Background: an optimization exercise with open tools, aiming at small area and a short achievable clock period. Do not read the settings as production practice.
Function was checked by simulation only, so behaviour that the tests miss may differ from the original.

## run 1
Design cpu, start of the top module:
module cpu(
  input         clk,
  input         i_cpu_stall,
  output [31:0] o_data_addr,
  output [31:0] o_data,
  input  [31:0] i_data,
  output [1:0]  o_data_rw,
  output [31:0] o_inst_addr,
  input  [31:0] i_inst,
  input         rst
  );
wire [5:0]  opcode = i_inst[31:26];
wire [4:0]  rs     = i_inst[25:21];
wire [4:0]  rt     = i_inst[20:16];
wire [4:0]  rd     = i_inst[15:11];
wire [4:0]  shamt  = i_inst[10:6];
wire [5:0]  func   = i_inst[5:0];
wire [15:0] imm16  = i_inst[15:0];
wire        stall  = i_cpu_stall;
wire r        = (opcode == 6'h00);
wire op_j     = (opcode == 6'h02);
wire op_jal   = (opcode == 6'h03);
wire op_beq   = (opcode == 6'h04);
wire op_bne   = (opcode == 6'h05);
wire op_addiu = (opcode == 6'h09);
wire op_slti  = (opcode == 6'h0a);
wire op_sltiu = (opcode == 6'h0b);
wire op_andi  = (opcode == 6'h0c);
wire op_ori   = (opcode == 6'h0d);
wire op_lui   = (opcode == 6'h0f);
wire op_lw    = (opcode == 6'h23);
wire op_lbu   = (opcode == 6'h24);
wire op_sw    = (opcode == 6'h2b);
wire f_jr   = (func == 6'h08);
wire f_jalr = (func == 6'h09);
wire c_rt_imm  = ~(r | op_beq | op_bne);    
wire c_imm_ze  = op_andi | op_ori;          
wire c_lui     = op_lui;
wire c_shift   = r & (func[5:3] == 3'b000) & ~func[0];
wire c_shift_r = func[1];
wire c_shift_v = func[2];
wire c_mul     = r & (func[5:1] == 5'b01000);
wire c_mul_hi  = func[0];
wire c_add     = op_addiu;
wire c_addu    = r & (func == 6'h21);
wire c_sub     = r & (func == 6'h23);
wire c_slt     = (r & (func == 6'h2a)) | op_slti;
wire c_sltu    = (r & (func == 6'h2b)) | op_sltiu;
wire c_and     = (r & (func == 6'h24)) | op_andi;
wire c_or      = (r & ((func == 6'h25) | (func == 6'h0a))) | op_ori;
wire c_xor     = r & (func == 6'h26);
wire c_nor     = r & (func == 6'h27);
wire c_b       = op_beq | op_bne;
wire c_jr      = r & (f_jr | f_jalr);
wire c_j       = op_j | op_jal;
wire c_jalr    = r & f_jalr;
wire c_movz    = r & (func == 6'h0a);
wire c_we      = ~(op_j | op_beq | op_bne | op_sw | stall);
wire c_wb_link = op_jal | (r & f_jalr);
  ...
clock: 42.0 ns
lec_check: 0
cap_margin: 35
core_margin: 2
core_utilization: 50
cts_buf_list: sky130_fd_sc_hd__clkbuf_8
cts_cluster_size: 24
slew_margin: 35
synth_hierarchical: 1
synth_minimum_keep_size: 0
standard.sh (not shown) runs the stock make flow with config.mk's settings and CLKGATE_MAP_FILE= SYNTH_SCRIPT=/design/flow/synth_recipe.tcl, a recipe that flattens the netlist after the stock synthesis.
==> flow/flow/run.sh <==
#!/bin/bash
set -euo pipefail
bash standard.sh SETUP_SLACK_MARGIN=21 "BUFFER_PORTS_ARGS=-buffer_cell sky130_fd_sc_hd__buf_4" finish > standard_finish.log 2>&1
Run 1: flow completed, timing, DRC and antenna clean
diff inputs: run 1 => run 2
diff --git a/flow/design.v b/flow/design.v
--- a/flow/design.v
+++ b/flow/design.v
@@ -13,29 +13,20 @@
 assign s = a + b;
 endmodule
 module fa(input a, input b, input c, output s, output co);
 assign s = a ^ b ^ c;
 assign co = (a & b) | (a & c) | (b & c);
 endmodule
 module ha(input a, input b, output s, output co);
 assign s = a ^ b;
 assign co = a & b;
 endmodule
-module dec32(
-  input  [4:0]  a,
-  output [31:0] y
-  );
-genvar g;
-generate for (g = 0; g < 32; g = g + 1) begin : d
-  assign y[g] = (a == g);
-end endgenerate
-endmodule
 module cpu(
   input         clk,
   input         i_cpu_stall,
   output [31:0] o_data_addr,
   output [31:0] o_data,
   input  [31:0] i_data,
   output [1:0]  o_data_rw,
   output [31:0] o_inst_addr,
   input  [31:0] i_inst,
   input         rst
@@ -86,34 +77,31 @@
 wire c_j       = op_j | op_jal;
 wire c_jalr    = r & f_jalr;
 wire c_movz    = r & (func == 6'h0a);
 wire c_we      = ~(op_j | op_beq | op_bne | op_sw | stall);
 wire c_wb_link = op_jal | (r & f_jalr);
 assign o_data_rw = op_sw ? 2'b01 : (op_lw | op_lbu) ? 2'b10 : 2'b00;
 wire [31:0] imm32 = {{16{imm16[15] & ~c_imm_ze}}, imm16};
 wire [31:0] rfa, rfb, wb_data;
 wire [4:0]  wr = op_jal ? 5'd31 : r ? rd : rt;
 wire        we = c_we & (~c_movz | ~|rfb);
-wire [31:0] sel_a, sel_b;
-dec32 dec_a(.a(rs), .y(sel_a));
-dec32 dec_b(.a(rt), .y(sel_b));
 wire [32*32-1:0] ta, tb;
 assign ta[31:0] = 32'd0;
 assign tb[31:0] = 32'd0;
 genvar g;
 generate for (g = 1; g < 32; g = g + 1) begin : rg
   reg [31:0] q;
   always @(posedge clk)
     if (we && wr == g)
       q <= wb_data;
-  assign ta[32*g+31:32*g] = ta[32*g-1:32*g-32] | ({32{sel_a[g]}} & q);
-  assign tb[32*g+31:32*g] = tb[32*g-1:32*g-32] | ({32{sel_b[g]}} & q);
+  assign ta[32*g+31:32*g] = ta[32*g-1:32*g-32] | ({32{rs == g}} & q);
+  assign tb[32*g+31:32*g] = tb[32*g-1:32*g-32] | ({32{rt == g}} & q);
 end endgenerate
 assign rfa = ta[32*31+31:32*31];
 assign rfb = tb[32*31+31:32*31];
 wire [31:0] addr_sum;
 add32 addr_add(.a(rfa), .b(imm32), .s(addr_sum));
 assign o_data_addr = {addr_sum[31:2], 2'b00};
 assign o_data      = rfb;
 wire [31:0] x  = rfa;
 wire [31:0] y  = c_rt_imm ? imm32 : rfb;
 wire [31:0] xy = x ^ y;
==> comparison <==
Run 1 finished every step from synthesis to the final layout, and the layout passed the timing, DRC and antenna checks.
Run 2 completed end to end with timing, DRC and antenna clean.
Compared with run 1, in run 2 via count of the first global-routing pass +5.3%, met3 track demand over resource +1.8 points.
The via count reported for run 2 is higher than the one for run 1.
Compared with run 1, in run 2 buffer and inverter count on the worst path picked up an extra 1, sequential share of layout area lost 0.62 points, final worst slack lost 0.23 ns, count of nets after finishing picked up an extra about 6%.
Run 2 reports a lower layout clock buffer count than run 1 does.

what the ideal ports hide:
Ports are ideal in the flow. The routed layouts listed here were re-timed in OpenROAD.
Step 1, drivers: a clkbuf_16 drives clk and a buf_2 each remaining input, both assumed.
Step 2, shift: input delay + t, output delay - t, t = (earliest + latest rising clock arrival at the registers) / 2. This alone moves slack from input paths to output paths.
a / b / c = ideal / step 1 / step 2; a / b = the first two.
run	t (ns)	slack for setup (ns)	hold WS [ns]	worst register clock-pin slew, ns	cell pins on the clock port's net
run 1	1.010	20.961 / 20.921 / 20.112	0.629 / 0.629 / 0.629	0.07 / 0.07	1
run 2	0.994	20.735 / 20.790 / 19.796	0.637 / 0.637 / 0.637	0.08 / 0.08	1
After both steps setup and hold are still met in every run listed. The setup slack of run 2, which loses most, moves by +0.055 ns with the drivers and by -0.939 ns with both steps.
